This design comes from an exercise in tuning for small area on the open sky130 flow, not from production work.
The RTL was checked by simulation tests, not by an equivalence proof against the original design.
Power figures rest on the tool's default switching activity, not on a simulated workload.

==> inputs of pepper <==
==> flow/design.v (excerpt) <==
module top_ip_i2c
(
    input       wire                PCLK,PRESETn  ,
    input       wire                PSEL,PENABLE  ,
    input       wire                PWRITE        ,
    input       wire    [31:0]      PADDR         ,
    input       wire    [31:0]      PWDATA        ,
    output      wire    [31:0]      PRDATA        ,
    output      wire                PREADY        ,
    output      wire                PSLVERR       ,
    output      wire                PINT          ,
    input       wire                sda_i         ,
    output      wire                sda_o         ,
    output      wire                scl_o         ,
    input       wire                scl_i
);
export LEC_CHECK = 0
export CAP_MARGIN = 20
export CORE_MARGIN = 2
export CORE_UTILIZATION = 40
export CTS_BUF_LIST = sky130_fd_sc_hd__clkbuf_4 sky130_fd_sc_hd__clkbuf_8
export CTS_CLUSTER_DIAMETER = 60
export CTS_CLUSTER_SIZE = 20
export PLACE_DENSITY = 0.5
export SLEW_MARGIN = 20
create_clock -name core_clock -period 10.0 [get_ports {PCLK}]
standard.sh (not shown) runs the stock make flow with config.mk's settings and CLKGATE_MAP_FILE= SYNTH_SCRIPT=/design/flow/synth_recipe.tcl, a recipe that flattens the netlist after the stock synthesis.
==> flow/flow/run.sh <==
#!/bin/bash
set -euo pipefail
W=$(pwd)
export CTS_ARGS='-sink_clustering_enable -repair_clock_nets -dont_use_dummy_load -buf_list sky130_fd_sc_hd__clkbuf_16 -sink_clustering_size 40 -sink_clustering_max_diameter 80'

sed -e "s#WORK_HOME=[^ ]*#WORK_HOME=$W/ref#" standard.sh > ref_standard.sh
bash ref_standard.sh synth > ref_synth.log 2>&1

# 2. This flow's synthesis script: the reference script with an area-oriented ABC call.
{
  cat <<'EOT'
proc abc {args} {
  set keep {}
  set skip 0
  foreach a $args {
    if {$skip} { set skip 0; continue }
    if {$a in {-script -constr -D}} { set skip 1; continue }
    lappend keep $a
  }
  yosys abc {*}$keep -script {+strash;dc2;dch,-f;amap;topo}
}
EOT
  cat synth_recipe.tcl
} > area_synth.tcl

sed -e "s#SYNTH_SCRIPT=[^ ]*#SYNTH_SCRIPT=$W/area_synth.tcl ADDER_MAP_FILE= SYNTH_OPERATIONS_ARGS=-noshare 'BUFFER_PORTS_ARGS=-buffer_cell sky130_fd_sc_hd__buf_1'#" \
  standard.sh > area_standard.sh
bash area_standard.sh synth > area_synth.log 2>&1

ff_list() {
  python3 - "$1" <<'EOP'
import re, sys
txt = open(sys.argv[1]).read()
ffs = sorted(set(re.findall(r"^\s*(sky130_fd_sc_hd__(?:df|edf|sdf|sedf|dl)\w*)\s+(\S+)\s*\(", txt, re.M)))
for c, n in ffs:
    print(re.sub(r"_\d+$", "", c), n)
EOP
}
ff_list ref/results/sky130hd/top_ip_i2c/base/1_2_yosys.v > ref_regs.txt
ff_list orfs/results/sky130hd/top_ip_i2c/base/1_2_yosys.v > area_regs.txt
if cmp -s ref_regs.txt area_regs.txt && [[ -s ref_regs.txt ]]; then
  echo "registers match the reference synthesis ($(wc -l < ref_regs.txt))" | tee regs_check.log
  bash area_standard.sh > area_flow.log 2>&1
else
  echo "registers differ from the reference synthesis: standard flow" | tee regs_check.log
  diff ref_regs.txt area_regs.txt >> regs_check.log || true
  rm -rf orfs
  bash standard.sh > standard_flow.log 2>&1
fi
==> ember (differences from pepper) <==
--- a/flow/flow/run.sh
+++ b/flow/flow/run.sh
@@ -1,6 +1,8 @@
 #!/bin/bash
+# Own layout flow: the standard ORFS flow (standard.sh) with these changes:
+#  - the port buffers that ORFS adds are the smallest buffer cell;
 set -euo pipefail
 W=$(pwd)
-export CTS_ARGS='-sink_clustering_enable -repair_clock_nets -dont_use_dummy_load -buf_list sky130_fd_sc_hd__clkbuf_16 -sink_clustering_size 40 -sink_clustering_max_diameter 80'
+export CTS_ARGS='-sink_clustering_enable -repair_clock_nets -dont_use_dummy_load -buf_list sky130_fd_sc_hd__clkbuf_16 -sink_clustering_size 30 -sink_clustering_max_diameter 60'
 
 sed -e "s#WORK_HOME=[^ ]*#WORK_HOME=$W/ref#" standard.sh > ref_standard.sh
@@ -18,5 +20,5 @@
     lappend keep $a
   }
-  yosys abc {*}$keep -script {+strash;dc2;dch,-f;amap;topo}
+  yosys abc {*}$keep -script {+strash;&get,-n;&deepsyn,-T,60;&put;dch,-f;amap;topo}
 }
 EOT
- CORE_UTILIZATION: 40 -> 65
- CTS_BUF_LIST: sky130_fd_sc_hd__clkbuf_4 sky130_fd_sc_hd__clkbuf_8 -> default
- CTS_CLUSTER_DIAMETER: 60 -> default
- CTS_CLUSTER_SIZE: 20 -> default
- PLACE_DENSITY: 0.5 -> 0.8
==> notes <==
- ember completed with no timing, DRC or antenna violations. pepper finished with timing, DRC and antenna clean.
- In pepper the wire length is higher than in ember, by about 15%.
- The combinational power of ember is 4.0 times that of pepper.
- In ember the utilization is higher than in pepper, by 27 points.
- Between pepper and ember, the lower power is in pepper (gap about 9%, measured against ember).
- In pepper the maximum frequency is smaller than in ember, by 28%.
- Of ember and pepper, ember has the higher hold slack (gap 0.94 ps).
- Of pepper and ember, ember has the higher worst setup slack (gap 1800 ps).
- Of ember and pepper, pepper has the higher via count (gap 3.6%, measured against pepper).
- Between pepper and ember, the lower first-iteration DRC count is in pepper (gap 19%, measured against ember).
- Between ember and pepper, the lower die area is in ember (gap 41%, measured against pepper).
- Between ember and pepper, the lower sequential power is in pepper (gap about 4%, measured against pepper).

[what the ideal ports hide]
No port has a modelled driver above. Below, the same layouts with a new extraction and two added sets of constraints. Step 1, drivers: a clkbuf_16 drives PCLK and a buf_2 each remaining input, both assumed. Step 2 times the ports against the registers' clock, not the clock port: input delays grow and output delays shrink by t, the midpoint of the rising clock arrivals with the driver on. Slacks: ideal / step 1 / step 2; pairs: ideal / step 1.
| run | shift t [ns] | setup slack, ns | latest minus earliest clock arrival (ns) | slew at the worst register clock pin (ns) | worst slew at a driven data input, ns |
|---|---|---|---|---|---|
| pepper | 0.524 | 3.372 / 3.351 / 3.351 | 0.040 / 0.039 | 0.11 / 0.11 | 0.04 |
| ember | 0.524 | 5.207 / 5.232 / 4.707 | 0.085 / 0.085 | 0.11 / 0.11 | 0.05 |
After both steps every run listed still meets setup and hold. The setup slack of ember, which loses most, moves by +0.025 ns with the drivers and by -0.500 ns with both steps.
